This is an optimization exercise on Yosys and OpenROAD, whose aim is small area, not a production implementation.
The RTL was checked by simulation tests, not by an equivalence proof against the original design.

<file path="flow/design.v">
module sbox( output reg [ 3 : 0 ] r,
              input wire [ 3 : 0 ] x );
  always @* begin
    case ( x )
      4'h0: r = 4'hC; 4'h1: r = 4'h5; 4'h2: r = 4'h6; 4'h3: r = 4'hB;
      4'h4: r = 4'h9; 4'h5: r = 4'h0; 4'h6: r = 4'hA; 4'h7: r = 4'hD;
      4'h8: r = 4'h3; 4'h9: r = 4'hE; 4'hA: r = 4'hF; 4'hB: r = 4'h8;
      4'hC: r = 4'h4; 4'hD: r = 4'h7; 4'hE: r = 4'h1; default: r = 4'h2;
    endcase
  end
endmodule
module sbox_d( output reg [ 3 : 0 ] r,
                input wire [ 3 : 0 ] x );
  reg [ 3 : 0 ] t;
  always @* begin
    case ( x ^ 4'h7 )
      4'h0: t = 4'hC; 4'h1: t = 4'h5; 4'h2: t = 4'h6; 4'h3: t = 4'hB;
      4'h4: t = 4'h9; 4'h5: t = 4'h0; 4'h6: t = 4'hA; 4'h7: t = 4'hD;
      4'h8: t = 4'h3; 4'h9: t = 4'hE; 4'hA: t = 4'hF; 4'hB: t = 4'h8;
      4'hC: t = 4'h4; 4'hD: t = 4'h7; 4'hE: t = 4'h1; default: t = 4'h2;
    endcase
    r = t ^ 4'hE;
  end
endmodule
module encrypt_v3(  input wire [ 80 - 1 : 0 ]   k,
                    input wire [ 64 - 1 : 0 ]   m,
                   output wire [ 64 - 1 : 0 ]   c,
                    input wire                  clk,
                    input wire                  rst,
                    input wire                  in_valid,
                   output wire                  out_valid );
  parameter [ 31 : 0 ] STAGE_MASK = 32'h49249248;
  localparam [ 3 : 0 ] SA = 4'h7;   
  localparam [ 3 : 0 ] SB = 4'hE;
  function automatic integer popcount( input [ 31 : 0 ] x );
    integer j;
    begin
      popcount = 0;
      for ( j = 0; j < 32; j = j + 1 ) popcount = popcount + x[ j ];
    end
  endfunction
  function automatic [ 63 : 0 ] perm( input [ 63 : 0 ] x );
    integer j;
    begin
      for ( j = 0; j < 63; j = j + 1 ) perm[ ( 16 * j ) % 63 ] = x[ j ];
      perm[ 63 ] = x[ 63 ];
    end
  endfunction
  localparam integer      NS   = popcount( STAGE_MASK );
  localparam [ 63 : 0 ]   SA16 = { 16{ SA } };
  localparam [ 63 : 0 ]   CP   = perm( { 16{ SB } } );
  wire [ 63 : 0 ] u_w [ 0 : 31 ];
  wire [ 79 : 0 ] k_w [ 0 : 31 ];
  wire [ 63 : 0 ] u_n [ 0 : 31 ];
  wire [ 79 : 0 ] k_n [ 0 : 31 ];
  assign u_n[ 0 ] = m ^ CP;
  assign k_n[ 0 ] = k;
  genvar r, j;
  generate
    for ( r = 0; r < 32; r = r + 1 ) begin : rounds
      if ( r > 0 ) begin : logic_r
        wire [ 63 : 0 ] z = u_w[ r-1 ] ^ k_w[ r-1 ][ 79 : 16 ] ^ CP ^ SA16;
        wire [ 63 : 0 ] y;
        for ( j = 0; j < 16; j = j + 1 ) begin : sb
          sbox_d s( .r( y[ 4*j +: 4 ] ), .x( z[ 4*j +: 4 ] ) );
        end
        assign u_n[ r ] = perm( y );
        wire [ 79 : 0 ] t = { k_w[ r-1 ][ 18 : 0 ], k_w[ r-1 ][ 79 : 19 ] };
        wire [  3 : 0 ] ks;
        sbox sk( .r( ks ), .x( t[ 79 : 76 ] ) );
        assign k_n[ r ] = { ks, t[ 75 : 20 ], t[ 19 : 15 ] ^ r[ 4 : 0 ], t[ 14 : 0 ] };
      end
      if ( STAGE_MASK[ r ] ) begin : stage
        reg [ 63 : 0 ] u_q;
        reg [ 79 : 0 ] k_q;
        always @( posedge clk ) begin
          u_q <= u_n[ r ];
          k_q <= k_n[ r ];
        end
        assign u_w[ r ] = u_q;
        assign k_w[ r ] = k_q;
      end else begin : wire_r
        assign u_w[ r ] = u_n[ r ];
        assign k_w[ r ] = k_n[ r ];
      end
    end
  endgenerate
  assign c = u_w[ 31 ] ^ CP ^ k_w[ 31 ][ 79 : 16 ];
  reg [ NS - 1 : 0 ] v_q;
  integer vi;
  always @( posedge clk ) begin
    for ( vi = NS - 1; vi > 0; vi = vi - 1 ) v_q[ vi ] <= rst ? 1'b0 : v_q[ vi-1 ];
    v_q[ 0 ] <= rst ? 1'b0 : in_valid;
  end
  assign out_valid = v_q[ NS - 1 ];
endmodule
</file>
<file path="flow/flow/run.sh">
#!/bin/bash
# Own layout flow: the standard flow (standard.sh, ORFS make) with these
# changes; floorplan, placement, routing and the rest are ORFS's and the standard flow's.
#  1. ABC maps with an area-oriented script (flow/abc_own.script) in place of
#     ORFS's speed script, from a copy of ORFS's scripts folder.
#  2. No half/full adder extraction (ADDER_MAP_FILE empty): it maps the key
#     additions' XORs into slow adder cells.
#  3. After ORFS's synthesis (hierarchical, so each S-box module is mapped on
#     its own), the S-box modules sbox_d and sbox are replaced by the netlists
#     in flow/sbox_cells.v, then the design is flattened as synth_recipe.tcl does.
#  4. The weakest (_0) variants of cells that have a _1 variant of the same
#     area are added to the don't-use list.
#  5. Ports are buffered with buf_2 cells (ORFS's buffer_ports picks a slow
#     delay cell otherwise).
#  6. CTS with config.mk's buffer and clustering settings, without dummy loads.
# Each tool's output goes to flow_make.log and ORFS's logs under orfs/logs.
set -euo pipefail
W=$(pwd)
rm -rf "$W/scripts_own"
cp -r "$FLOW_HOME/scripts" "$W/scripts_own"
cp "$W/flow/abc_own.script" "$W/scripts_own/abc_speed.script"
cp "$W/flow/abc_own.script" "$W/scripts_own/abc_area.script"
# synth_recipe.tcl with the S-box netlists read in right after ORFS's synthesis
awk -v f="$W/flow/sbox_cells.v" '{print} /^source .*synth\.tcl/ {print "read_verilog -overwrite " f; print "hierarchy -check -top encrypt_v3"}' synth_recipe.tcl > synth_own.tcl
grep -q "sbox_cells.v" synth_own.tcl
sed -e "s|^make -C |make SCRIPTS_DIR=$W/scripts_own ADDER_MAP_FILE= -C |" \
    -e "s|SYNTH_SCRIPT=[^ ]*synth_recipe.tcl|SYNTH_SCRIPT=$W/synth_own.tcl|" standard.sh > standard_own.sh
grep -q "SYNTH_SCRIPT=$W/synth_own.tcl" standard_own.sh
# don't-use list: the platform's, plus the _0 cells above; on the make command
# line, since ORFS runs synthesis in a sub-make that drops environment variables
PLAT_DU=$(make -s -C "$FLOW_HOME" DESIGN_CONFIG="$W/config.mk" WORK_HOME="$W/orfs" print-DONT_USE_CELLS | sed -n 's/^DONT_USE_CELLS: *//p')
test -n "$PLAT_DU"
DU="$PLAT_DU sky130_fd_sc_hd__o21ai_0 sky130_fd_sc_hd__a21boi_0 sky130_fd_sc_hd__or2_0 sky130_fd_sc_hd__and2_0 sky130_fd_sc_hd__o311ai_0"
sed -i -e "s|^make SCRIPTS_DIR=|make DONT_USE_CELLS='$DU' SCRIPTS_DIR=|" standard_own.sh
grep -q "sky130_fd_sc_hd__o311ai_0' SCRIPTS_DIR=" standard_own.sh
export BUFFER_PORTS_ARGS="-buffer_cell sky130_fd_sc_hd__buf_2"
export CTS_ARGS="-sink_clustering_enable -repair_clock_nets -buf_list {sky130_fd_sc_hd__clkbuf_16} -sink_clustering_size 24 -sink_clustering_max_diameter 80 -dont_use_dummy_load"
bash standard_own.sh "$@" > "$W/flow_make.log" 2>&1
if [[ $# -eq 0 ]]; then test -f out/final.def; fi
</file>
<file path="flow/flow/abc_own.script">
strash
dch -f
amap
topo
</file>
<file path="flow/flow/sbox_cells.v">
// S-box netlists in sky130_fd_sc_hd cells, spliced in place of the RTL
// modules of the same name by flow/run.sh (see flow/synth_own.tcl).

module sbox_d(r, x);
  input [3:0] x;
  wire [3:0] x;
  output [3:0] r;
  wire [3:0] r;
  wire _00_;
  wire _01_;
  wire _02_;
  wire _03_;
  wire _04_;
  wire _05_;
  wire _06_;
  wire _07_;
  wire _08_;
  wire _09_;
  wire _10_;
  wire _11_;
  sky130_fd_sc_hd__clkinv_1 _12_ (
    .A(x[3]),
    .Y(_11_)
  );
  sky130_fd_sc_hd__a21oi_1 _13_ (
    .A1(x[0]),
    .A2(_11_),
    .B1(x[1]),
    .Y(_00_)
  );
  sky130_fd_sc_hd__clkinv_1 _14_ (
    .A(x[2]),
    .Y(_01_)
  );
  sky130_fd_sc_hd__nor2_1 _15_ (
    .A(x[0]),
    .B(_11_),
    .Y(_02_)
  );
  sky130_fd_sc_hd__nor2_1 _16_ (
    .A(_01_),
    .B(_02_),
    .Y(_03_)
  );
  sky130_fd_sc_hd__o22ai_1 _17_ (
    .A1(_01_),
    .A2(x[3]),
    .B1(_11_),
    .B2(_03_),
    .Y(_04_)
  );
  sky130_fd_sc_hd__nand2_1 _18_ (
    .A(_00_),
    .B(_04_),
    .Y(_05_)
  );
  sky130_fd_sc_hd__o21ai_1 _19_ (
    .A1(_00_),
    .A2(_04_),
    .B1(_05_),
    .Y(r[2])
  );
  sky130_fd_sc_hd__clkinv_1 _20_ (
    .A(x[1]),
    .Y(_06_)
  );
  sky130_fd_sc_hd__a21oi_1 _21_ (
    .A1(x[0]),
    .A2(_11_),
    .B1(_02_),
    .Y(_07_)
  );
  sky130_fd_sc_hd__a21oi_1 _22_ (
    .A1(x[2]),
    .A2(_06_),
    .B1(_07_),
    .Y(_08_)
  );
  sky130_fd_sc_hd__o22ai_1 _23_ (
    .A1(_06_),
    .A2(x[3]),
    .B1(_03_),
    .B2(_08_),
    .Y(r[1])
  );
  sky130_fd_sc_hd__nor2_1 _24_ (
    .A(x[2]),
    .B(_06_),
    .Y(_09_)
  );
  sky130_fd_sc_hd__nor2_1 _25_ (
    .A(_07_),
    .B(_09_),
    .Y(_10_)
  );
  sky130_fd_sc_hd__a21oi_1 _26_ (
    .A1(_07_),
    .A2(_09_),
    .B1(_10_),
    .Y(r[0])
  );
  sky130_fd_sc_hd__o22ai_1 _27_ (
    .A1(x[2]),
    .A2(_11_),
    .B1(_00_),
    .B2(_08_),
    .Y(r[3])
  );
endmodule

module sbox(r, x);
  input [3:0] x;
  wire [3:0] x;
  output [3:0] r;
  wire [3:0] r;
  wire _00_;
  wire _01_;
  wire _02_;
  wire _03_;
  wire _04_;
  wire _05_;
  wire _06_;
  wire _07_;
  wire _08_;
  wire _09_;
  wire _10_;
  wire _11_;
  wire _12_;
  wire _13_;
  wire _14_;
  sky130_fd_sc_hd__clkinv_1 _15_ (
    .A(x[1]),
    .Y(_14_)
  );
  sky130_fd_sc_hd__clkinv_1 _16_ (
    .A(x[2]),
    .Y(_00_)
  );
  sky130_fd_sc_hd__o22ai_1 _17_ (
    .A1(_14_),
    .A2(x[2]),
    .B1(x[1]),
    .B2(_00_),
    .Y(_01_)
  );
  sky130_fd_sc_hd__nor2_1 _18_ (
    .A(x[1]),
    .B(x[3]),
    .Y(_02_)
  );
  sky130_fd_sc_hd__nand2_1 _19_ (
    .A(x[2]),
    .B(x[3]),
    .Y(_03_)
  );
  sky130_fd_sc_hd__o21ai_1 _20_ (
    .A1(x[0]),
    .A2(_02_),
    .B1(_03_),
    .Y(_04_)
  );
  sky130_fd_sc_hd__nand2_1 _21_ (
    .A(_01_),
    .B(_04_),
    .Y(_05_)
  );
  sky130_fd_sc_hd__o21ai_1 _22_ (
    .A1(_01_),
    .A2(_04_),
    .B1(_05_),
    .Y(r[2])
  );
  sky130_fd_sc_hd__nand2_1 _23_ (
    .A(x[0]),
    .B(x[3]),
    .Y(_06_)
  );
  sky130_fd_sc_hd__nor2_1 _24_ (
    .A(x[0]),
    .B(x[3]),
    .Y(_07_)
  );
  sky130_fd_sc_hd__a21oi_1 _25_ (
    .A1(x[0]),
    .A2(x[3]),
    .B1(_07_),
    .Y(_08_)
  );
  sky130_fd_sc_hd__a21oi_1 _26_ (
    .A1(x[1]),
    .A2(_00_),
    .B1(_08_),
    .Y(_09_)
  );
  sky130_fd_sc_hd__a21oi_1 _27_ (
    .A1(_00_),
    .A2(_06_),
    .B1(_09_),
    .Y(_10_)
  );
  sky130_fd_sc_hd__nor2_1 _28_ (
    .A(_02_),
    .B(_10_),
    .Y(r[1])
  );
  sky130_fd_sc_hd__nor2_1 _29_ (
    .A(x[1]),
    .B(_00_),
    .Y(_11_)
  );
  sky130_fd_sc_hd__nor2_1 _30_ (
    .A(_11_),
    .B(_08_),
    .Y(_12_)
  );
  sky130_fd_sc_hd__a21oi_1 _31_ (
    .A1(_11_),
    .A2(_08_),
    .B1(_12_),
    .Y(r[0])
  );
  sky130_fd_sc_hd__nor2_1 _32_ (
    .A(_14_),
    .B(_07_),
    .Y(_13_)
  );
  sky130_fd_sc_hd__o21a_1 _33_ (
    .A1(_09_),
    .A2(_13_),
    .B1(_03_),
    .X(r[3])
  );
endmodule

</file>
<file path="flow/standard.sh">
#!/bin/bash
# synth_recipe.tcl (not shown) runs the flow's synth.tcl, then flattens the netlist and writes it again
# the make line also repeats each setting of config.mk as NAME=value (left out here)
make -C /OpenROAD-flow-scripts/flow DESIGN_CONFIG=/design/flow/config.mk WORK_HOME=/design/flow/orfs CLKGATE_MAP_FILE= SYNTH_SCRIPT=/design/flow/synth_recipe.tcl "${@:-finish}"
</file>
<file path="flow/config.mk">
export PLATFORM = sky130hd
export DESIGN_NAME = encrypt_v3
export DESIGN_NICKNAME = encrypt_v3
export VERILOG_FILES = /design/flow/design.v
export SDC_FILE = /design/flow/constraint.sdc
export NUM_CORES = 4
export LEC_CHECK = 0
export CAP_MARGIN = 20
export CORE_MARGIN = 2
export CORE_UTILIZATION = 40
export CTS_BUF_LIST = sky130_fd_sc_hd__clkbuf_16
export CTS_CLUSTER_DIAMETER = 80
export CTS_CLUSTER_SIZE = 24
export GPL_TIMING_DRIVEN = 0
export PLACE_DENSITY = 0.6
export SETUP_SLACK_MARGIN = 0.1
export SLEW_MARGIN = 20
export SYNTH_HIERARCHICAL = 1
export SYNTH_MINIMUM_KEEP_SIZE = 0
</file>
<file path="flow/constraint.sdc">
create_clock -name core_clock -period 5.0 [get_ports {clk}]
set_input_delay 1.0000 -clock core_clock [delete_from_list [all_inputs] [get_ports {clk}]]
set_output_delay 1.0000 -clock core_clock [all_outputs]
set_load 0.01 [all_outputs]
</file>
==> impl_metrics.toml, run 1 <==
[run_status]
outcome = "timing/DRC/antenna clean"

[timing]
finalMaxSlewViolations = 0
timing.final.hold_violations = 0
final_setup_violation_count = 0
grt_setup_unrepaired = "true"
max-slew-margin-rel_pct = 39.33
worstMarginPinSlew_ns = 0.9101
worst_clock_skew_ns = 0.1182
timing.final.crit_share_pct = 93.18
setup_total_negative_slack_ns = 0
finalCriticalPeriod_ns = 4.659
hold_ws_ns = 0.3224
achievable-frequency_ghz = 0.2146
setup_ws_ns = 0.3409

[worst_setup_path]
slowest_delay_ns = 0.68
critPathKind = "register to register"
arr_time_crit_path_ns = 5.20
crit_path_cell_trace = "clkinv_1 > a21oi_1 > clkinv_1 > a21oi_1 > a21oi_1 > o22ai_1 > nor2_1 > a21oi_1 > nor2_1 > a21oi_1 > a21oi_1 > o22ai_1 > nand2_1 > o21ai_1 > clkinv_1 > a21oi_1 > a21oi_1 > o22ai_1"
timing.critical_path.slowest_stage_cell = "sky130_fd_sc_hd__o22ai_1"
critical_path.startpoint_type = "register"
timing.critical_path.to_type = "register"
crit_path_frequent_cell = "sky130_fd_sc_hd__a21oi_1"
cp.required_ns = 5.54
worst-path-max-fanout = 5

[synthesis]
synth_warnings = 9
postSynthNetCount = 14460
synthCells = 14310
syn_area_per_cell_um2 = 6.089
syn-cell-area_um2 = 87140

[clock_network]
clkLatencyLatePin_ns = 0.80
cts_buffers = 104
post_cts.repair.setup_buffers = 0
cts_max_level = 3
path_clk_slew_ns = 0.09
cts_max_path_buffers = 3
cts.root.buffer_cell = "sky130_fd_sc_hd__clkbuf_16"
cts_tree = "yes"
cts.sinks = 1450

[routing]
drt-initial-drc-count = 8725
avgViaCountPerCell = 5.354
remaining_drc_errors = 0
finalWirelength_um = 368600
route.detailed.wl_per_inst_um = 21.08
ant_nets = 0
routed-via-count = 93620
first_pass_iters = 9

[finish]
post-route-cell-area_um2 = 94430
final-instance-count-excl-fill = 17490
area_taken_by_multi_input_logic_gates_um2 = 51480
synthToLayoutAreaGrowth_pct = 8.370
layout.nets = 14770
filler_cell_count = 22890
fraction_of_layout_cells_with_a_size_suffix_above_1_pct = 2.243
area.sequential_um2 = 29030

[floorplan]
placeable_core_region_um2 = 217000
num_io_pins = 212
std_cell_rows = 171
area_of_the_die_um2 = 221600
die_width_um = 470.7
die-height_um = 470.7
floorplan.initialDensity_pct = 40.17

[run]
cap_viol_max_count = 0

[place]
gp_congestion = 1.015
dpl_worst_slack_ns = 0.06700
detailed_placement_hpwl_um = 316500
port-buffer-count = 211
placement_cell_area_um2 = 91770
place.detailed.instances = 17380

[global_route]
wire_length_of_the_first_global_routing_pass_um = 522800
antenna_violations_before_repair = 14
number_of_global_route_vias_before_repair = 79050
grt_max_degree = 25
grt_util_all_layers_pct = 32.01
grt_overflow_total = 0

[worst_hold_path]
hold_path_class = "register to register"
[sequential cells by signal (all words and copies together), names as in the netlist]
register	cells
v_q	10
rounds.stage.k_q	800
rounds.stage.u_q	640
[routing by layer]
layer | routed length [um] | track usage (%) | part of all wire (%)
met3 | 21350 | 3.769 | 5.8
met4 | 28060 | 20.28 | 7.6
met5 | 60 | 0 | 0.016
met2 | 172000 | 55.31 | 47
met1 | 147100 | 37.56 | 40
[worst paths after layout]
check | cells after the start | endpoint | slack [ns] | startpoint
max reg2reg | 18 | rounds[18].stage.u_q[63] | 0.34 | rounds[15].stage.k_q[67]
min reg2reg | 0 | rounds[9].stage.k_q[44] | 0.32 | rounds[6].stage.k_q[21]
max | 18 | rounds[18].stage.u_q[63] | 0.34 | rounds[15].stage.k_q[67]
min | 0 | rounds[9].stage.k_q[44] | 0.32 | rounds[6].stage.k_q[21]
[placed cells by master (no fill, tap or decap)]
cell	n
sky130_fd_sc_hd__a21oi_1	3703
sky130_fd_sc_hd__a21oi_2	7
sky130_fd_sc_hd__buf_2	211
sky130_fd_sc_hd__clkbuf_16	104
sky130_fd_sc_hd__clkinv_1	1779
sky130_fd_sc_hd__dfxtp_1	1447
sky130_fd_sc_hd__dfxtp_2	3
sky130_fd_sc_hd__diode_2	6
sky130_fd_sc_hd__nand2_1	1035
sky130_fd_sc_hd__nor2_1	3772
sky130_fd_sc_hd__nor2b_1	10
sky130_fd_sc_hd__o21a_1	31
sky130_fd_sc_hd__o21ai_1	1004
sky130_fd_sc_hd__o22ai_1	1516
sky130_fd_sc_hd__o22ai_2	3
[stage by stage]
stage	util [%]
2_1_floorplan	-
3_3_place_gp	42.30
3_5_place_dp	42.30
4_1_cts	43.50
5_1_grt	43.52
6_report	43.53
[repair_timing]
| action | 4_1_cts | 5_1_grt |
|---|---|---|
| gates resized for setup | 0 | 13 |
| hold buffers | 0 | 0 |
| endpoints found under the setup margin | 0 | 51 |
[cell type report]
cell class                      instances  share of cell area (%)
Antenna cell                            6                 0.01590
Clock buffer                          104                   2.756
Inverter                             1779                   7.071
Multi-Input combinational cell      11080                   54.51
Sequential cell                      1450                   30.74
Tap cell                             2854                   3.781
Timing Repair Buffer                  211                   1.118
[worst max-delay path, delay by kind of cell, from the launching register on]
| kind | cells | cell delay [ns] |
|---|---|---|
| AOI/OAI and AO/OA | 12 | 3.00 |
| buffers and inverters | 3 | 0.63 |
| DFF | 1 | 0.53 |
| and+or+nand+nor | 3 | 0.25 |
==> run 2: changes to the inputs <==
--- a/flow/flow/run.sh
+++ b/flow/flow/run.sh
@@ -1,7 +1,7 @@
 #!/bin/bash
 # Own layout flow: the standard flow (standard.sh, ORFS make) with these
 # changes; floorplan, placement, routing and the rest are ORFS's and the standard flow's.
-#  1. ABC maps with an area-oriented script (flow/abc_own.script) in place of
+#  1. ABC maps with an area-recovering script (flow/abc_own.script) in place of
 #     ORFS's speed script, from a copy of ORFS's scripts folder.
 #  2. No half/full adder extraction (ADDER_MAP_FILE empty): it maps the key
 #     additions' XORs into slow adder cells.
==> flow/flow/abc_own.script (replaced) <==
strash
&get -n
&dch -f
&nf -R 1000
&put
topo
==> run 2 against run 1 <==
- final cell count shrank 13%
- synthesized area shrank 0.66%
- final area shrank 0.64%
- core utilization grew 0.15 points
- wire length grew 1.9%
- via count shrank 8.4%
- synthesized cell count shrank 15%
- fmax shrank 3.1%
- count of clock-buffer cells in the layout is the same
- global-route usage grew 0.75 points
==> impl_metrics.toml, run 2 <==
[synthesis]
synthCells = 12110
postSynthNetCount = 12260
syn-cell-area_um2 = 86560
synth_warnings = 9
syn_area_per_cell_um2 = 7.149

[routing]
finalWirelength_um = 375600
route.detailed.wl_per_inst_um = 24.60
remaining_drc_errors = 0
first_pass_iters = 8
routed-via-count = 85720
ant_nets = 0
drt-initial-drc-count = 8032
avgViaCountPerCell = 5.614

[global_route]
grt.met2_usage_pct = 56.66
number_of_global_route_vias_before_repair = 77250
grt-busiest-layer = "met2"
grt_util_all_layers_pct = 32.76
wire_length_of_the_first_global_routing_pass_um = 519700
grt_max_degree = 25
antenna_violations_before_repair = 22
global_route.usage.met1_pct = 38.15
grt_overflow_total = 0
met3_usage_pct = 4.053

[timing]
worstMarginPinSlew_ns = 1.028
timing.final.hold_violations = 0
setup_total_negative_slack_ns = 0
final_setup_violation_count = 0
finalMaxSlewViolations = 0
max-slew-margin-rel_pct = 31.26
finalCriticalPeriod_ns = 4.808
achievable-frequency_ghz = 0.2080
worst_clock_skew_ns = 0.1146
timing.final.crit_share_pct = 96.15
grt_setup_unrepaired = "false"

[clock_network]
cts_max_level = 3
cts.root.buffer_cell = "sky130_fd_sc_hd__clkbuf_16"
ctsHoldBuffers = 0
clkLatencyLatePin_ns = 0.80
path_clk_slew_ns = 0.10
post_cts.repair.setup_buffers = 0
cts_max_path_buffers = 3
cts_buffers = 104
cts.sinks = 1450
cts_tree = "yes"

[worst_setup_path]
critical_path.startpoint_type = "register"
crit_family = "compound AO/OA/AOI/OAI gates"
crit_path_frequent_cell = "sky130_fd_sc_hd__a21oi_1"
arr_time_crit_path_ns = 5.37
slowest_delay_ns = 0.73
critical_path_buf_inv_count = 2
timing.critical_path.slowest_stage_cell = "sky130_fd_sc_hd__o21ai_1"
timing.critical_path.to_type = "register"
crit_path_cell_trace = "xor2_1 > clkinv_1 > nor2_1 > a21oi_1 > a21oi_1 > o22ai_1 > xnor2_1 > clkinv_1 > a21oi_1 > a21oi_1 > o22ai_1 > xor2_1 > nor2_1 > nor2_1 > o22ai_1 > o21ai_1"
cp.required_ns = 5.56
worst-path-max-fanout = 5
critPathKind = "register to register"

[place]
gp_congestion = 1.017
detailed_placement_hpwl_um = 318500
place.detailed.instances = 15160
port-buffer-count = 211

[finish]
final-instance-count-excl-fill = 15270
regMostFlops = "rounds.stage.k_q"
mostFrequentLayoutCell = "sky130_fd_sc_hd__nor2_1"
layout.nets = 12570
fraction_of_layout_cells_with_a_size_suffix_above_1_pct = 2.576
largest_register_ff_count = 800
final_core_density_pct = 43.68
largest_registers = "rounds.stage.k_q x800, rounds.stage.u_q x640, v_q x10"
synthToLayoutAreaGrowth_pct = 8.397
area.sequential_um2 = 29030
area_taken_by_multi_input_logic_gates_um2 = 51470
filler_cell_count = 21510
most_frequent_cells_in_the_layout = "2170 x sky130_fd_sc_hd__nor2_1, 2108 x sky130_fd_sc_hd__a21oi_1, 1625 x sky130_fd_sc_hd__clkinv_1, 1518 x sky130_fd_sc_hd__o22ai_1, 1450 x sky130_fd_sc_hd__dfxtp_1"

[floorplan]
die-height_um = 469.2
placeable_core_region_um2 = 214800
die_width_um = 469.2
num_io_pins = 212
area_of_the_die_um2 = 220100
floorplan.initialDensity_pct = 40.29
std_cell_rows = 170

[run_status]
outcome = "timing/DRC/antenna clean"

[run]
cap_viol_max_count = 0

[worst_hold_path]
hold_path_class = "register to register"
run 2: worst reg2reg max path, cell delays in order, from the launching register on:
cell and delay (ns):
sky130_fd_sc_hd__dfxtp_1 0.72, sky130_fd_sc_hd__xor2_1 0.42, sky130_fd_sc_hd__clkinv_1 0.25, sky130_fd_sc_hd__nor2_1 0.17, sky130_fd_sc_hd__a21oi_1 0.08, sky130_fd_sc_hd__a21oi_1 0.19, sky130_fd_sc_hd__o22ai_1 0.13, sky130_fd_sc_hd__xnor2_1 0.34
sky130_fd_sc_hd__clkinv_1 0.23, sky130_fd_sc_hd__a21oi_1 0.28, sky130_fd_sc_hd__a21oi_1 0.10, sky130_fd_sc_hd__o22ai_1 0.30, sky130_fd_sc_hd__xor2_1 0.29, sky130_fd_sc_hd__nor2_1 0.10, sky130_fd_sc_hd__nor2_1 0.14, sky130_fd_sc_hd__o22ai_1 0.11
sky130_fd_sc_hd__o21ai_1 0.73
run 2: worst paths after layout:
path | slack, ns | endpoint | from | cells past startpoint
worst min register to register | 0.35 | rounds[24].stage.k_q[34] | rounds[21].stage.k_q[11] | 0
worst min-delay path | 0.35 | rounds[24].stage.k_q[34] | rounds[21].stage.k_q[11] | 0
worst max-delay path | 0.19 | rounds[6].stage.u_q[37] | rounds[3].stage.k_q[31] | 16
worst max register to register | 0.19 | rounds[6].stage.u_q[37] | rounds[3].stage.k_q[31] | 16
run 2: per-layer routing:
layer  part of all wire (%)  vias to the layer above  routed length [um]
li1                       -                    41930                   -
met1                     39                    39450              146500
met5                 0.0035                        -                  13
met4                    7.4                        2               27900
met2                     47                     3500              177600
met3                    6.3                      837               23600
run 2: what timing repair did:
| item | in CTS | in global routing |
|---|---|---|
| endpoints found under the hold margin | 0 | 0 |
| gates resized for setup | 0 | 5 |
| setup endpoints to repair | 0 | 19 |
run 2: final cells by class:
| class | instances | share of cell area [%] |
|---|---|---|
| multi-input combinational | 9033 | 54.86 |
| sequential | 1450 | 30.94 |
| inverter | 1625 | 6.501 |
| tap | 2838 | 3.784 |
| clock buffer | 104 | 2.774 |
| timing repair buffer | 211 | 1.125 |
| antenna | 9 | 0.02400 |
run 2: stage by stage:
stage	cell area [um2]	setup WS (ns)	hold WS, ns
after detailed placement	91170	0.1769	0.3843
after global placement	91170	0.3846	0.3817
after global routing	93810	0.1126	0.3429
final	93830	0.1923	0.3468
after CTS	93770	0.1295	0.3380
after floorplan	86560	1.363	0.3732
==> run 3: changes to the inputs <==
--- a/flow/flow/run.sh
+++ b/flow/flow/run.sh
@@ -10,7 +10,7 @@
 #     in flow/sbox_cells.v, then the design is flattened as synth_recipe.tcl does.
 #  4. The weakest (_0) variants of cells that have a _1 variant of the same
 #     area are added to the don't-use list.
-#  5. Ports are buffered with buf_2 cells (ORFS's buffer_ports picks a slow
+#  5. Ports are buffered with buf_1 cells (ORFS's buffer_ports picks a slow
 #     delay cell otherwise).
 #  6. CTS with config.mk's buffer and clustering settings, without dummy loads.
 # Each tool's output goes to flow_make.log and ORFS's logs under orfs/logs.
@@ -33,7 +33,7 @@
 DU="$PLAT_DU sky130_fd_sc_hd__o21ai_0 sky130_fd_sc_hd__a21boi_0 sky130_fd_sc_hd__or2_0 sky130_fd_sc_hd__and2_0 sky130_fd_sc_hd__o311ai_0"
 sed -i -e "s|^make SCRIPTS_DIR=|make DONT_USE_CELLS='$DU' SCRIPTS_DIR=|" standard_own.sh
 grep -q "sky130_fd_sc_hd__o311ai_0' SCRIPTS_DIR=" standard_own.sh
-export BUFFER_PORTS_ARGS="-buffer_cell sky130_fd_sc_hd__buf_2"
-export CTS_ARGS="-sink_clustering_enable -repair_clock_nets -buf_list {sky130_fd_sc_hd__clkbuf_16} -sink_clustering_size 24 -sink_clustering_max_diameter 80 -dont_use_dummy_load"
+export BUFFER_PORTS_ARGS="-buffer_cell sky130_fd_sc_hd__buf_1"
+export CTS_ARGS="-sink_clustering_enable -repair_clock_nets -buf_list {sky130_fd_sc_hd__clkbuf_16} -sink_clustering_size 30 -sink_clustering_max_diameter 100 -dont_use_dummy_load"
 bash standard_own.sh "$@" > "$W/flow_make.log" 2>&1
 if [[ $# -eq 0 ]]; then test -f out/final.def; fi
--- a/flow/config.mk
+++ b/flow/config.mk
@@ -9,8 +9,8 @@
 export CORE_MARGIN = 2
 export CORE_UTILIZATION = 40
 export CTS_BUF_LIST = sky130_fd_sc_hd__clkbuf_16
-export CTS_CLUSTER_DIAMETER = 80
-export CTS_CLUSTER_SIZE = 24
+export CTS_CLUSTER_DIAMETER = 100
+export CTS_CLUSTER_SIZE = 30
 export GPL_TIMING_DRIVEN = 0
 export PLACE_DENSITY = 0.6
 export SETUP_SLACK_MARGIN = 0.1
==> run 3 against run 2 <==
- final area fell by 1.1%
- register-to-register slack improved by 0.09 ns
- count of clock-buffer cells in the layout fell by 30
- wire length fell by 4.3%
==> impl_metrics.toml, run 3 <==
[run_status]
outcome = "timing/DRC/antenna clean"

[finish]
mostFrequentLayoutCell = "sky130_fd_sc_hd__nor2_1"
fraction_of_layout_cells_with_a_size_suffix_above_1_pct = 0.6294
post-route-cell-area_um2 = 92800
regMostFlops = "rounds.stage.k_q"
largest_registers = "rounds.stage.k_q x800, rounds.stage.u_q x640, v_q x10"
most_frequent_cells_in_the_layout = "2170 x sky130_fd_sc_hd__nor2_1, 2108 x sky130_fd_sc_hd__a21oi_1, 1625 x sky130_fd_sc_hd__clkinv_1, 1518 x sky130_fd_sc_hd__o22ai_1, 1450 x sky130_fd_sc_hd__dfxtp_1"
synthToLayoutAreaGrowth_pct = 7.207
largest_register_ff_count = 800
layout.nets = 12540

[clock_network]
cts.sinks = 1450
cts_max_level = 3
cts_buffers = 74
post_cts.repair.setup_buffers = 0
clkLatencyLatePin_ns = 0.77
path_clk_slew_ns = 0.10
cts.root.buffer_cell = "sky130_fd_sc_hd__clkbuf_16"
cts_max_path_buffers = 3
cts_tree = "yes"

[synthesis]
syn_area_per_cell_um2 = 7.149
synthCells = 12110
postSynthNetCount = 12260
syn-cell-area_um2 = 86560
synth_warnings = 9

[floorplan]
placeable_core_region_um2 = 214800
die-height_um = 469.2
area_of_the_die_um2 = 220100
std_cell_rows = 170
floorplan.initialDensity_pct = 40.29
num_io_pins = 212
die_width_um = 469.2

[worst_setup_path]
timing.critical_path.to_type = "register"
arr_time_crit_path_ns = 5.31
worst-path-max-fanout = 5
critPathKind = "register to register"
critical_path.startpoint_type = "register"
cp.required_ns = 5.59

[place]
port-buffer-count = 211
detailed_placement_hpwl_um = 303400
placement_cell_area_um2 = 90900
gp_congestion = 0.9937

[timing]
final_setup_violation_count = 0
finalCriticalPeriod_ns = 4.719
hold_ws_ns = 0.3555
setup_total_negative_slack_ns = 0
finalMaxSlewViolations = 0
worst_clock_skew_ns = 0.09461
max-slew-margin-rel_pct = 23.02
worstMarginPinSlew_ns = 1.146
grt_setup_unrepaired = "false"
timing.final.hold_violations = 0
timing.final.crit_share_pct = 94.39
achievable-frequency_ghz = 0.2119

[global_route]
wire_length_of_the_first_global_routing_pass_um = 501700
grt_max_degree = 31
number_of_global_route_vias_before_repair = 77610
antenna_violations_before_repair = 19
grt_util_all_layers_pct = 31.26
grt_overflow_total = 0

[routing]
finalWirelength_um = 359500
routed-via-count = 85640
first_pass_iters = 9
drt-initial-drc-count = 8172
ant_nets = 0
route.detailed.wl_per_inst_um = 23.60
avgViaCountPerCell = 5.620
remaining_drc_errors = 0

[run]
cap_viol_max_count = 0

[worst_hold_path]
hold_path_class = "register to register"
run 3: changes by cell type in the layout (fill, tap and decap cells not counted):
cell	delta
sky130_fd_sc_hd__clkbuf_16	-30
sky130_fd_sc_hd__buf_1	+211
sky130_fd_sc_hd__buf_2	-211
sky130_fd_sc_hd__diode_2	-3
sky130_fd_sc_hd__xnor2_1	+1
sky130_fd_sc_hd__xnor2_2	-1
run 3: critical path: stages, from the launching register on:
cell                       delay (ns)
sky130_fd_sc_hd__dfxtp_1         0.52
sky130_fd_sc_hd__xnor2_1         0.59
sky130_fd_sc_hd__clkinv_1        0.27
sky130_fd_sc_hd__nor2_1          0.20
sky130_fd_sc_hd__nor2_1          0.08
sky130_fd_sc_hd__o22ai_1         0.15
sky130_fd_sc_hd__nand2_1         0.07
sky130_fd_sc_hd__o21ai_1         0.11
sky130_fd_sc_hd__xor2_1          0.22
sky130_fd_sc_hd__clkinv_1        0.13
sky130_fd_sc_hd__a21oi_1         0.20
sky130_fd_sc_hd__o22ai_1         0.11
sky130_fd_sc_hd__xnor2_1         0.90
sky130_fd_sc_hd__clkinv_1        0.39
sky130_fd_sc_hd__nor2_1          0.23
sky130_fd_sc_hd__a21oi_1         0.09
sky130_fd_sc_hd__a21oi_1         0.22
sky130_fd_sc_hd__o22ai_1         0.11
run 3: metrics by stage:
stage | utilization, % | instances | worst slack (ns)
3_5_place_dp | 42.31 | 15160 | 0.1166
5_1_grt | 43.19 | 15230 | 0.08819
6_report | 43.20 | 15240 | 0.2806
2_1_floorplan | - | 12110 | 1.363
3_3_place_gp | 42.31 | 15160 | 0.2359
4_1_cts | 43.18 | 15230 | 0.3108
run 3: area by class of cell:
cell class,count,area [um2]
Antenna cell,6,15.01
Clock buffer,74,1852
Fill cell,21740,122000
Inverter,1625,6100
Multi-Input combinational cell,9033,51460
Sequential cell,1450,29030
Tap cell,2838,3551
Timing Repair Buffer,211,792.0
run 3: per-layer routing:
layer | GRT usage [%] | share of wire (%)
met1 | 36.73 | 39
met2 | 52.31 | 45
met3 | 3.865 | 6.8
met4 | 23.11 | 8.7
met5 | 0 | 0.013
run 3: final timing paths:
kind                              end  cells past startpoint  slack [ns]                      from
max          rounds[18].stage.u_q[62]                     17        0.28  rounds[15].stage.k_q[71]
min          rounds[18].stage.k_q[65]                      0        0.36  rounds[15].stage.k_q[42]
max reg2reg  rounds[18].stage.u_q[62]                     17        0.28  rounds[15].stage.k_q[71]
min reg2reg  rounds[18].stage.k_q[65]                      0        0.36  rounds[15].stage.k_q[42]
run 3: timing repair:
action	4_1_cts	5_1_grt
gates resized for setup	0	4
hold buffers	0	0
endpoints found under the setup margin	0	9
==> run 4: changes to the inputs <==
--- a/flow/flow/run.sh
+++ b/flow/flow/run.sh
@@ -1,7 +1,7 @@
 #!/bin/bash
 # Own layout flow: the standard flow (standard.sh, ORFS make) with these
 # changes; floorplan, placement, routing and the rest are ORFS's and the standard flow's.
-#  1. ABC maps with an area-recovering script (flow/abc_own.script) in place of
+#  1. ABC maps with an area-oriented script (flow/abc_own.script) in place of
 #     ORFS's speed script, from a copy of ORFS's scripts folder.
 #  2. No half/full adder extraction (ADDER_MAP_FILE empty): it maps the key
 #     additions' XORs into slow adder cells.
==> flow/flow/abc_own.script (replaced) <==
strash
dch -f
amap
topo
==> run 4 against run 3 <==
- register-to-register slack worse by 0.02 ns
- count of clock-buffer cells in the layout decreased by 1
- die area increased by 0.66%
- synthesized area up 0.67%
- worst setup slack got worse by 0.019 ns
- fmax fell by 0.40%
- first-iteration DRC count increased by 3.5%
- non-clock buffer count is the same
- hold slack worse by 0.051 ns
- global-route usage up 0.21 points
- critical path depth rose by 2
- largest cell class unchanged
==> impl_metrics.toml, run 4 <==
[routing]
first_pass_iters = 8
routed-via-count = 93320
avgViaCountPerCell = 5.347
remaining_drc_errors = 0
route.detailed.wl_per_inst_um = 20.84
drt-initial-drc-count = 8456
ant_nets = 0
finalWirelength_um = 363800

[floorplan]
num_io_pins = 212
std_cell_rows = 171
placeable_core_region_um2 = 217000
floorplan.initialDensity_pct = 40.17
area_of_the_die_um2 = 221600
die-height_um = 470.7
die_width_um = 470.7

[clock_network]
cts.root.buffer_cell = "sky130_fd_sc_hd__clkbuf_16"
clkLatencyLatePin_ns = 0.78
cts_max_level = 3
cts.sinks = 1450
cts_max_path_buffers = 3
post_cts.repair.setup_buffers = 0
path_clk_slew_ns = 0.12
cts_buffers = 73
ctsHoldBuffers = 0
cts_tree = "yes"

[run]
cap_viol_max_count = 0

[timing]
timing.final.crit_share_pct = 94.76
setup_total_negative_slack_ns = 0
timing.final.hold_violations = 0
worst_clock_skew_ns = 0.1278
finalMaxSlewViolations = 0
max-slew-margin-rel_pct = 35.31
achievable-frequency_ghz = 0.2111
finalCriticalPeriod_ns = 4.738
final_setup_violation_count = 0
grt_setup_unrepaired = "true"
worstMarginPinSlew_ns = 0.9704

[synthesis]
syn-cell-area_um2 = 87140
postSynthNetCount = 14460
synth_warnings = 9
syn_area_per_cell_um2 = 6.089
synthCells = 14310

[place]
placement_cell_area_um2 = 91500
place.detailed.instances = 17380
detailed_placement_hpwl_um = 312500
port-buffer-count = 211
gp_congestion = 1.004

[finish]
largest_register_ff_count = 800
final-instance-count-excl-fill = 17450
largest_registers = "rounds.stage.k_q x800, rounds.stage.u_q x640, v_q x10"
most_frequent_cells_in_the_layout = "3772 x sky130_fd_sc_hd__nor2_1, 3703 x sky130_fd_sc_hd__a21oi_1, 1779 x sky130_fd_sc_hd__clkinv_1, 1513 x sky130_fd_sc_hd__o22ai_1, 1444 x sky130_fd_sc_hd__dfxtp_1"
post-route-cell-area_um2 = 93430
regMostFlops = "rounds.stage.k_q"
filler_cell_count = 22930
layout.nets = 14740
synthToLayoutAreaGrowth_pct = 7.220
fraction_of_layout_cells_with_a_size_suffix_above_1_pct = 0.6578
mostFrequentLayoutCell = "sky130_fd_sc_hd__nor2_1"

[global_route]
wire_length_of_the_first_global_routing_pass_um = 514700
grt_overflow_total = 0
number_of_global_route_vias_before_repair = 78800
antenna_violations_before_repair = 14
grt_max_degree = 31
grt_util_all_layers_pct = 31.47

[worst_hold_path]
holdPathStages = 0
sink_of_the_worst_hold_path = "rounds[21].stage.k_q[24]"
hold_path_class = "register to register"
timing.hold.worst.start = "rounds[18].stage.k_q[1]"

[worst_setup_path]
timing.critical_path.to_type = "register"
r2r-start = "rounds[27].stage.k_q[65]"
critical_path.startpoint_type = "register"
worst-r2r-cell-count = 19
critPathKind = "register to register"
critPathLaunch = "rounds[27].stage.k_q[65]"
worst-path-max-fanout = 7
cp.required_ns = 5.62
reg_to_reg_setup_timing_slack_ns = 0.26
worst_r2r_endpoint = "rounds[30].stage.u_q[28]"
arr_time_crit_path_ns = 5.36

[run_status]
outcome = "timing/DRC/antenna clean"
[run 4: repair_timing]
action	CTS	global route
endpoints found under the setup margin	0	49
gates resized for setup	0	23
endpoints found under the hold margin	0	0
[run 4: how the worst max path moves through the flow]
stage | endpoint | slack [ns] | cells past startpoint
2_1_floorplan | rounds[3].stage.u_q[53] | 1.37 | 19
3_3_place_gp | rounds[3].stage.u_q[60] | 0.04 | 19
3_5_place_dp | rounds[3].stage.u_q[43] | 0.04 | 21
4_1_cts | rounds[15].stage.u_q[25] | 0.33 | 18
5_1_grt | rounds[27].stage.u_q[39] | 0.05 | 19
6_report | rounds[30].stage.u_q[28] | 0.26 | 19
[run 4: cell type report]
type	instances	area, um2	area share, %
Antenna cell	6	15.01	0.01607
Tap cell	2854	3571	3.822
Clock buffer	73	1827	1.955
Timing Repair Buffer	211	792.0	0.8477
Sequential cell	1450	29040	31.08
Inverter	1779	6678	7.147
Multi-Input combinational cell	11080	51510	55.14
[run 4: routing by layer]
metal | track usage, % | vias up | part of all wire [%]
met2 | 54.34 | 2974 | 47
met4 | 21.07 | 6 | 7.9
li1 | - | 50830 | -
met1 | 36.73 | 38730 | 40
met3 | 3.407 | 785 | 5.5
met5 | 0 | - | 0.011
[run 4: worst max-delay path, cell delays in order, from the launching register on]
cell	delay [ns]
sky130_fd_sc_hd__dfxtp_1	0.76
sky130_fd_sc_hd__nor2_1	0.11
sky130_fd_sc_hd__a21oi_1	0.62
sky130_fd_sc_hd__clkinv_1	0.25
sky130_fd_sc_hd__nor2_1	0.19
sky130_fd_sc_hd__nor2_1	0.05
sky130_fd_sc_hd__a21oi_1	0.16
sky130_fd_sc_hd__nor2_1	0.06
sky130_fd_sc_hd__a21oi_1	0.29
sky130_fd_sc_hd__nor2_1	0.11
sky130_fd_sc_hd__a21oi_1	0.23
sky130_fd_sc_hd__a21oi_1	0.09
sky130_fd_sc_hd__o22ai_1	0.24
sky130_fd_sc_hd__nor2_1	0.07
sky130_fd_sc_hd__a21oi_1	0.49
sky130_fd_sc_hd__clkinv_1	0.29
sky130_fd_sc_hd__nor2_1	0.18
sky130_fd_sc_hd__a21oi_1	0.09
sky130_fd_sc_hd__a21oi_1	0.20
sky130_fd_sc_hd__o22ai_1	0.12
[run 4: stage by stage]
step / utilization, % / setup WS [ns] / hold WS (ns)
2_1_floorplan: - / 1.367 / 0.3380
3_3_place_gp: 42.18 / 0.03884 / 0.3443
3_5_place_dp: 42.18 / 0.03693 / 0.3431
4_1_cts: 43.02 / 0.3343 / 0.3134
5_1_grt: 43.06 / 0.05228 / 0.3231
6_report: 43.07 / 0.2618 / 0.3049
==> run 5: changes to the inputs <==
--- a/flow/flow/run.sh
+++ b/flow/flow/run.sh
@@ -1,7 +1,7 @@
 #!/bin/bash
 # Own layout flow: the standard flow (standard.sh, ORFS make) with these
 # changes; floorplan, placement, routing and the rest are ORFS's and the standard flow's.
-#  1. ABC maps with an area-oriented script (flow/abc_own.script) in place of
+#  1. ABC maps with an area-recovering script (flow/abc_own.script) in place of
 #     ORFS's speed script, from a copy of ORFS's scripts folder.
 #  2. No half/full adder extraction (ADDER_MAP_FILE empty): it maps the key
 #     additions' XORs into slow adder cells.
==> flow/flow/abc_own.script (replaced) <==
strash
&get -n
&dch -f
&nf -R 1000
&put
topo
--- a/flow/config.mk
+++ b/flow/config.mk
@@ -7,12 +7,12 @@
 export LEC_CHECK = 0
 export CAP_MARGIN = 20
 export CORE_MARGIN = 2
-export CORE_UTILIZATION = 40
+export CORE_UTILIZATION = 45
 export CTS_BUF_LIST = sky130_fd_sc_hd__clkbuf_16
 export CTS_CLUSTER_DIAMETER = 100
 export CTS_CLUSTER_SIZE = 30
 export GPL_TIMING_DRIVEN = 0
-export PLACE_DENSITY = 0.6
+export PLACE_DENSITY = 0.65
 export SETUP_SLACK_MARGIN = 0.1
 export SLEW_MARGIN = 20
 export SYNTH_HIERARCHICAL = 1
==> run 5 against run 4 <==
- sequential cell count did not move
- synthesized area fell by 0.66%
- first-iteration DRC count increased by 3.8%
- fmax decreased by 0.64%
- critical path depth fell by 3
- via count down 8.1%
- worst setup slack worse by 0.031 ns
- sequential share of layout area grew 0.35 points
- highest routed layer unchanged
- register-to-register slack got worse by 0.03 ns
==> impl_metrics.toml, run 5 <==
[run_status]
outcome = "timing/DRC/antenna clean"

[worst_setup_path]
arr_time_crit_path_ns = 5.41
worst_r2r_endpoint = "rounds[6].stage.u_q[39]"
timing.critical_path.to_type = "register"
critPathKind = "register to register"
reg_to_reg_setup_timing_slack_ns = 0.23
worst-r2r-cell-count = 16
worst-path-max-fanout = 5
cp.required_ns = 5.65
critical_path.startpoint_type = "register"
r2r-start = "rounds[3].stage.k_q[63]"

[place]
detailed_placement_hpwl_um = 320500
gp_congestion = 1.017
port-buffer-count = 211

[floorplan]
placeable_core_region_um2 = 190600
std_cell_rows = 160
die-height_um = 442.6
die_width_um = 442.6
area_of_the_die_um2 = 195900
num_io_pins = 212
floorplan.initialDensity_pct = 45.42

[synthesis]
syn-cell-area_um2 = 86560
synth_warnings = 9
syn_area_per_cell_um2 = 7.149
postSynthNetCount = 12260
synthCells = 12110

[worst_hold_path]
sink_of_the_worst_hold_path = "rounds[21].stage.k_q[28]"
timing.hold.worst.start = "rounds[18].stage.k_q[5]"
holdPathStages = 0
hold_path_class = "register to register"

[clock_network]
cts_max_level = 3
ctsHoldBuffers = 0
cts.sinks = 1450
path_clk_slew_ns = 0.11
cts_buffers = 71
cts.root.buffer_cell = "sky130_fd_sc_hd__clkbuf_16"
cts_max_path_buffers = 3
clkLatencyLatePin_ns = 0.77
cts_tree = "yes"

[timing]
grt_setup_unrepaired = "false"
finalCriticalPeriod_ns = 4.769
hold_ws_ns = 0.3111
timing.final.crit_share_pct = 95.38
worst_clock_skew_ns = 0.09746
timing.final.hold_violations = 0
achievable-frequency_ghz = 0.2097
max-slew-margin-rel_pct = 20.96
worstMarginPinSlew_ns = 1.182
setup_total_negative_slack_ns = 0
final_setup_violation_count = 0
finalMaxSlewViolations = 0

[global_route]
number_of_global_route_vias_before_repair = 76770
grt_util_all_layers_pct = 36.60
grt_overflow_total = 0
grt_max_degree = 31
antenna_violations_before_repair = 22
wire_length_of_the_first_global_routing_pass_um = 519300

[finish]
synthToLayoutAreaGrowth_pct = 6.698
largest_register_ff_count = 800
mostFrequentLayoutCell = "sky130_fd_sc_hd__nor2_1"
filler_cell_count = 18860
largest_registers = "rounds.stage.k_q x800, rounds.stage.u_q x640, v_q x10"
most_frequent_cells_in_the_layout = "2170 x sky130_fd_sc_hd__nor2_1, 2107 x sky130_fd_sc_hd__a21oi_1, 1625 x sky130_fd_sc_hd__clkinv_1, 1516 x sky130_fd_sc_hd__o22ai_1, 1448 x sky130_fd_sc_hd__dfxtp_1"
fraction_of_layout_cells_with_a_size_suffix_above_1_pct = 0.6699
regMostFlops = "rounds.stage.k_q"
layout.nets = 12540

[routing]
routed-via-count = 85780
first_pass_iters = 8
avgViaCountPerCell = 5.754
remaining_drc_errors = 0
route.detailed.wl_per_inst_um = 25.25
ant_nets = 0
finalWirelength_um = 376500
drt-initial-drc-count = 8778

[run]
cap_viol_max_count = 0
==> run 5: worst max-delay path by stage <==
stage / from / end / slack, ns / cells after the start
6_report: rounds[3].stage.k_q[63] / rounds[6].stage.u_q[39] / 0.23 / 16
5_1_grt: rounds[3].stage.k_q[79] / rounds[6].stage.u_q[28] / 0.12 / 17
4_1_cts: rounds[27].stage.k_q[71] / rounds[30].stage.u_q[50] / 0.22 / 18
3_5_place_dp: k[60] / rounds[3].stage.u_q[39] / 0.21 / 18
3_3_place_gp: rounds[21].stage.k_q[27] / rounds[24].stage.u_q[25] / 0.13 / 15
2_1_floorplan: k[79] / rounds[3].stage.u_q[63] / 1.36 / 18
==> run 5: metrics by stage <==
stage               worst slack, ns  cell area (um2)  cells  utilization [%]
floorplan                     1.363            86560  12110                -
global placement             0.1336            90500  14830            47.48
detailed placement           0.2121            90500  14830            47.48
CTS                          0.2177            92270  14900            48.42
global route                 0.1190            92340  14900            48.45
finish                       0.2311            92360  14910            48.46
==> run 5: area by class of cell <==
| class | instances | area [um2] | area share (%) |
|---|---|---|---|
| diodes | 7 | 17.52 | 0.01897 |
| clock buffers | 71 | 1777 | 1.924 |
| well taps | 2511 | 3142 | 3.402 |
| multi-input cells | 9033 | 51500 | 55.76 |
| repair buffers | 211 | 792.0 | 0.8575 |
| inverters | 1625 | 6100 | 6.604 |
| flip-flops and latches | 1450 | 29030 | 31.43 |
==> run 5: worst max-delay path: stages (launching register included) <==
cell and delay, ns:
sky130_fd_sc_hd__dfxtp_1 0.71, sky130_fd_sc_hd__xnor2_1 0.28, sky130_fd_sc_hd__clkinv_1 0.23, sky130_fd_sc_hd__nor2_1 0.17
sky130_fd_sc_hd__a21oi_1 0.09, sky130_fd_sc_hd__a21oi_1 0.19, sky130_fd_sc_hd__o22ai_1 0.17, sky130_fd_sc_hd__xnor2_1 0.72
sky130_fd_sc_hd__clkinv_1 0.33, sky130_fd_sc_hd__a21oi_1 0.31, sky130_fd_sc_hd__a21oi_1 0.09, sky130_fd_sc_hd__o22ai_1 0.31
sky130_fd_sc_hd__xor2_1 0.37, sky130_fd_sc_hd__clkinv_1 0.16, sky130_fd_sc_hd__nor2_1 0.17, sky130_fd_sc_hd__o22ai_1 0.10
sky130_fd_sc_hd__o21ai_1 0.27
==> run 5: layer usage <==
metal	share of wire, %	vias up	GRT usage (%)
li1	-	41820	-
met1	38	39250	43.17
met2	46	3764	61.41
met3	7.5	941	5.073
met4	8.2	6	25.48
met5	0.0098	-	0
==> run 5: what timing repair did <==
| action | 4_1_cts | 5_1_grt |
|---|---|---|
| resized for setup | 0 | 12 |
| setup buffers | 0 | 0 |
| endpoints found under the hold margin | 0 | 0 |
| setup endpoints to repair | 0 | 24 |
==> run 6: changes to the inputs <==
--- a/flow/design.v
+++ b/flow/design.v
@@ -13,13 +13,13 @@
                 input wire [ 3 : 0 ] x );
   reg [ 3 : 0 ] t;
   always @* begin
-    case ( x ^ 4'h7 )
+    case ( x ^ 4'h5 )
       4'h0: t = 4'hC; 4'h1: t = 4'h5; 4'h2: t = 4'h6; 4'h3: t = 4'hB;
       4'h4: t = 4'h9; 4'h5: t = 4'h0; 4'h6: t = 4'hA; 4'h7: t = 4'hD;
       4'h8: t = 4'h3; 4'h9: t = 4'hE; 4'hA: t = 4'hF; 4'hB: t = 4'h8;
       4'hC: t = 4'h4; 4'hD: t = 4'h7; 4'hE: t = 4'h1; default: t = 4'h2;
     endcase
-    r = t ^ 4'hE;
+    r = t ^ 4'hA;
   end
 endmodule
 module encrypt_v3(  input wire [ 80 - 1 : 0 ]   k,
@@ -30,8 +30,8 @@
                     input wire                  in_valid,
                    output wire                  out_valid );
   parameter [ 31 : 0 ] STAGE_MASK = 32'h49249248;
-  localparam [ 3 : 0 ] SA = 4'h7;   
-  localparam [ 3 : 0 ] SB = 4'hE;
+  localparam [ 3 : 0 ] SA = 4'h5;   
+  localparam [ 3 : 0 ] SB = 4'hA;
   function automatic integer popcount( input [ 31 : 0 ] x );
     integer j;
     begin
--- a/flow/flow/sbox_cells.v
+++ b/flow/flow/sbox_cells.v
@@ -17,93 +17,88 @@
   wire _08_;
   wire _09_;
   wire _10_;
-  wire _11_;
-  sky130_fd_sc_hd__clkinv_1 _12_ (
+  sky130_fd_sc_hd__clkinv_1 _11_ (
     .A(x[3]),
-    .Y(_11_)
-  );
-  sky130_fd_sc_hd__a21oi_1 _13_ (
-    .A1(x[0]),
-    .A2(_11_),
-    .B1(x[1]),
+    .Y(_10_)
+  );
+  sky130_fd_sc_hd__a21boi_1 _12_ (
+    .A1(x[0]),
+    .A2(_10_),
+    .B1_N(x[1]),
     .Y(_00_)
   );
-  sky130_fd_sc_hd__clkinv_1 _14_ (
+  sky130_fd_sc_hd__clkinv_1 _13_ (
     .A(x[2]),
     .Y(_01_)
   );
+  sky130_fd_sc_hd__nor2_1 _14_ (
+    .A(x[0]),
+    .B(_10_),
+    .Y(_02_)
+  );
   sky130_fd_sc_hd__nor2_1 _15_ (
-    .A(x[0]),
-    .B(_11_),
-    .Y(_02_)
-  );
-  sky130_fd_sc_hd__nor2_1 _16_ (
     .A(_01_),
     .B(_02_),
     .Y(_03_)
   );
-  sky130_fd_sc_hd__o22ai_1 _17_ (
+  sky130_fd_sc_hd__o22ai_1 _16_ (
     .A1(_01_),
     .A2(x[3]),
-    .B1(_11_),
+    .B1(_10_),
     .B2(_03_),
     .Y(_04_)
   );
-  sky130_fd_sc_hd__nand2_1 _18_ (
+  sky130_fd_sc_hd__nor2_1 _17_ (
     .A(_00_),
     .B(_04_),
     .Y(_05_)
   );
-  sky130_fd_sc_hd__o21ai_1 _19_ (
+  sky130_fd_sc_hd__a21oi_1 _18_ (
     .A1(_00_),
     .A2(_04_),
     .B1(_05_),
     .Y(r[2])
   );
-  sky130_fd_sc_hd__clkinv_1 _20_ (
-    .A(x[1]),
+  sky130_fd_sc_hd__a21oi_1 _19_ (
+    .A1(x[0]),
+    .A2(_10_),
+    .B1(_02_),
     .Y(_06_)
   );
-  sky130_fd_sc_hd__a21oi_1 _21_ (
-    .A1(x[0]),
-    .A2(_11_),
-    .B1(_02_),
+  sky130_fd_sc_hd__a21oi_1 _20_ (
+    .A1(x[2]),
+    .A2(x[1]),
+    .B1(_06_),
     .Y(_07_)
   );
-  sky130_fd_sc_hd__a21oi_1 _22_ (
-    .A1(x[2]),
-    .A2(_06_),
-    .B1(_07_),
-    .Y(_08_)
-  );
-  sky130_fd_sc_hd__o22ai_1 _23_ (
-    .A1(_06_),
+  sky130_fd_sc_hd__o22ai_1 _21_ (
+    .A1(x[1]),
     .A2(x[3]),
     .B1(_03_),
-    .B2(_08_),
+    .B2(_07_),
     .Y(r[1])
   );
-  sky130_fd_sc_hd__nor2_1 _24_ (
-    .A(x[2]),
-    .B(_06_),
+  sky130_fd_sc_hd__nor2_1 _22_ (
+    .A(x[2]),
+    .B(x[1]),
+    .Y(_08_)
+  );
+  sky130_fd_sc_hd__nor2_1 _23_ (
+    .A(_06_),
+    .B(_08_),
     .Y(_09_)
   );
-  sky130_fd_sc_hd__nor2_1 _25_ (
-    .A(_07_),
-    .B(_09_),
-    .Y(_10_)
-  );
-  sky130_fd_sc_hd__a21oi_1 _26_ (
-    .A1(_07_),
-    .A2(_09_),
-    .B1(_10_),
+  sky130_fd_sc_hd__a21oi_1 _24_ (
+    .A1(_06_),
+    .A2(_08_),
+    .B1(_09_),
     .Y(r[0])
   );
-  sky130_fd_sc_hd__o22ai_1 _27_ (
+  sky130_fd_sc_hd__o22ai_1 _25_ (
     .A1(x[2]),
-    .A2(_11_),
+    .A2(_10_),
     .B1(_00_),
-    .B2(_08_),
+    .B2(_07_),
     .Y(r[3])
   );
 endmodule
--- a/flow/config.mk
+++ b/flow/config.mk
@@ -7,12 +7,12 @@
 export LEC_CHECK = 0
 export CAP_MARGIN = 20
 export CORE_MARGIN = 2
-export CORE_UTILIZATION = 45
+export CORE_UTILIZATION = 40
 export CTS_BUF_LIST = sky130_fd_sc_hd__clkbuf_16
 export CTS_CLUSTER_DIAMETER = 100
 export CTS_CLUSTER_SIZE = 30
 export GPL_TIMING_DRIVEN = 0
-export PLACE_DENSITY = 0.65
+export PLACE_DENSITY = 0.6
 export SETUP_SLACK_MARGIN = 0.1
 export SLEW_MARGIN = 20
 export SYNTH_HIERARCHICAL = 1
==> run 6 against run 5 <==
- still clean
- global-route usage shrank 5.1 points
- first-iteration DRC count down 1.5%
- register-to-register slack improved by 0.13 ns
- wire length is 4.0% lower
==> impl_metrics.toml, run 6 <==
[floorplan]
die_width_um = 467.5
area_of_the_die_um2 = 218600
std_cell_rows = 170
floorplan.initialDensity_pct = 40.12
die-height_um = 467.5
placeable_core_region_um2 = 214200
num_io_pins = 212

[place]
port-buffer-count = 211
gp_congestion = 0.9671
dpl_worst_slack_ns = 0.04945
detailed_placement_hpwl_um = 304400
placement_cell_area_um2 = 90280

[finish]
post-route-cell-area_um2 = 92210
area_taken_by_multi_input_logic_gates_um2 = 52750
fraction_of_layout_cells_with_a_size_suffix_above_1_pct = 0.7145
most_frequent_cells_in_the_layout = "2666 x sky130_fd_sc_hd__nor2_1, 2107 x sky130_fd_sc_hd__a21oi_1, 1517 x sky130_fd_sc_hd__o22ai_1, 1449 x sky130_fd_sc_hd__dfxtp_1, 1129 x sky130_fd_sc_hd__clkinv_1"
largest_register_ff_count = 800
mostFrequentLayoutCell = "sky130_fd_sc_hd__nor2_1"
regMostFlops = "rounds.stage.k_q"
layout.nets = 12050
synthToLayoutAreaGrowth_pct = 7.292
filler_cell_count = 21300
area.sequential_um2 = 29030
largest_registers = "rounds.stage.k_q x800, rounds.stage.u_q x640, v_q x10"

[routing]
finalWirelength_um = 361600
routed-via-count = 84570
remaining_drc_errors = 0
ant_nets = 0
first_pass_iters = 7
drt-initial-drc-count = 8643
route.detailed.wl_per_inst_um = 24.53
avgViaCountPerCell = 5.737

[worst_setup_path]
cp.required_ns = 5.59
worst-path-max-fanout = 5
timing.critical_path.to_type = "register"
reg_to_reg_setup_timing_slack_ns = 0.36
critPathKind = "register to register"
r2r-start = "rounds[3].stage.k_q[78]"
critical_path.startpoint_type = "register"
arr_time_crit_path_ns = 5.23
critPathLaunch = "rounds[3].stage.k_q[78]"

[timing]
finalCriticalPeriod_ns = 4.639
achievable-frequency_ghz = 0.2155
worst_clock_skew_ns = 0.1174
worstMarginPinSlew_ns = 1.046
final_setup_violation_count = 0
finalMaxSlewViolations = 0
setup_total_negative_slack_ns = 0
setup_ws_ns = 0.3606
timing.final.hold_violations = 0
max-slew-margin-rel_pct = 30.01
grt_setup_unrepaired = "true"
timing.final.crit_share_pct = 92.79

[clock_network]
cts_max_level = 3
cts_max_path_buffers = 3
cts_tree = "yes"
clkLatencyLatePin_ns = 0.78
cts.sinks = 1450
path_clk_slew_ns = 0.11
cts.root.buffer_cell = "sky130_fd_sc_hd__clkbuf_16"
cts_buffers = 73

[global_route]
number_of_global_route_vias_before_repair = 75730
grt_util_all_layers_pct = 31.55
grt_max_degree = 31
antenna_violations_before_repair = 20
wire_length_of_the_first_global_routing_pass_um = 501900
grt_overflow_total = 0

[synthesis]
postSynthNetCount = 11760
syn-cell-area_um2 = 85940
synthCells = 11610
syn_area_per_cell_um2 = 7.401
synth_warnings = 9

[run]
cap_viol_max_count = 0

[worst_hold_path]
timing.hold.worst.start = "rounds[24].stage.k_q[5]"
hold_path_class = "register to register"

[run_status]
outcome = "timing/DRC/antenna clean"
## run 6: metrics by stage
| stage | cells | hold slack, ns | utilization (%) |
|---|---|---|---|
| 2_1_floorplan | 11610 | 0.3734 | - |
| 3_3_place_gp | 14660 | 0.3852 | 42.15 |
| 3_5_place_dp | 14660 | 0.3887 | 42.15 |
| 4_1_cts | 14730 | 0.3509 | 43.00 |
| 6_report | 14740 | 0.3536 | 43.05 |
| 5_1_grt | 14740 | 0.3452 | 43.04 |
## run 6: path summary, 6_finish.rpt
path | endpoint | cells after the start
min | rounds[27].stage.k_q[28] | 0
max reg2reg | rounds[6].stage.u_q[46] | 18
max | rounds[6].stage.u_q[46] | 18
min reg2reg | rounds[27].stage.k_q[28] | 0
## run 6: final cells by class
type                       count  share of cell area (%)
multi-input combinational   9033                   57.21
sequential                  1450                   31.48
inverter                    1129                   4.596
tap                         2838                   3.851
clock buffer                  73                   1.981
timing repair buffer         211                  0.8589
antenna                        8                 0.02171
## run 6: timing repair
| action | CTS | global route |
|---|---|---|
| buffers inserted | 0 | 0 |
| hold buffers | 0 | 0 |
| setup endpoints to repair | 0 | 19 |
| gates resized for setup | 0 | 12 |
## run 6: per-layer routing
metal  vias up  track usage [%]  wire [um]
met5         -                0         13
met4         2            20.65      27520
met3       909            3.622      23950
met2      3854            53.67     168600
met1     39070            37.49     141500
li1      40740                -          -
## run 6: critical path, cell delays in order, from the launching register on
cell                       delay [ns]
sky130_fd_sc_hd__dfxtp_1         0.61
sky130_fd_sc_hd__xor2_1          0.49
sky130_fd_sc_hd__clkinv_1        0.17
sky130_fd_sc_hd__nor2_1          0.18
sky130_fd_sc_hd__o22ai_1         0.11
sky130_fd_sc_hd__a21oi_1         0.27
sky130_fd_sc_hd__xor2_1          0.30
sky130_fd_sc_hd__clkinv_1        0.20
sky130_fd_sc_hd__nor2_1          0.16
sky130_fd_sc_hd__a21oi_1         0.09
sky130_fd_sc_hd__a21oi_1         0.19
sky130_fd_sc_hd__o22ai_1         0.11
sky130_fd_sc_hd__xnor2_1         0.48
sky130_fd_sc_hd__clkinv_1        0.29
sky130_fd_sc_hd__nor2_1          0.18
sky130_fd_sc_hd__nor2_1          0.07
sky130_fd_sc_hd__o22ai_1         0.15
sky130_fd_sc_hd__nor2_1          0.06
sky130_fd_sc_hd__a21oi_1         0.36

re-timing with driven ports:
Ports are ideal in the flow. The routed layouts listed here were re-timed in OpenROAD.
Step 1 sets driving cells, clkbuf_16 on the clock port and buf_2 on the other inputs (assumed; they add their load-dependent delay and slew).
Step 2 also shifts input and output timing later by t, the mid clock arrival at the registers, as if the neighbouring blocks saw the same clock.
Three values: ideal ports, drivers, drivers and shift; two values: the first two.
run	shift t [ns]	slack for setup (ns)	latest minus earliest clock arrival (ns)	pins driven straight from the clock port
run 1	0.839	0.341 / 0.341 / -0.081	0.123 / 0.123	1
run 2	0.839	0.192 / 0.192 / 0.165	0.115 / 0.116	1
run 3	0.817	0.281 / 0.281 / -0.109	0.096 / 0.096	1
run 4	0.810	0.262 / 0.262 / -0.146	0.129 / 0.129	1
run 5	0.812	0.231 / 0.231 / 0.081	0.097 / 0.097	1
run 6	0.817	0.361 / 0.361 / -0.147	0.117 / 0.117	1
Met with ideal ports but missed after step 2: setup timing in run 1, run 3, run 4 and run 6. The setup slack of run 6, which loses most, moves by 0.000 ns with the drivers and by -0.508 ns with both steps.
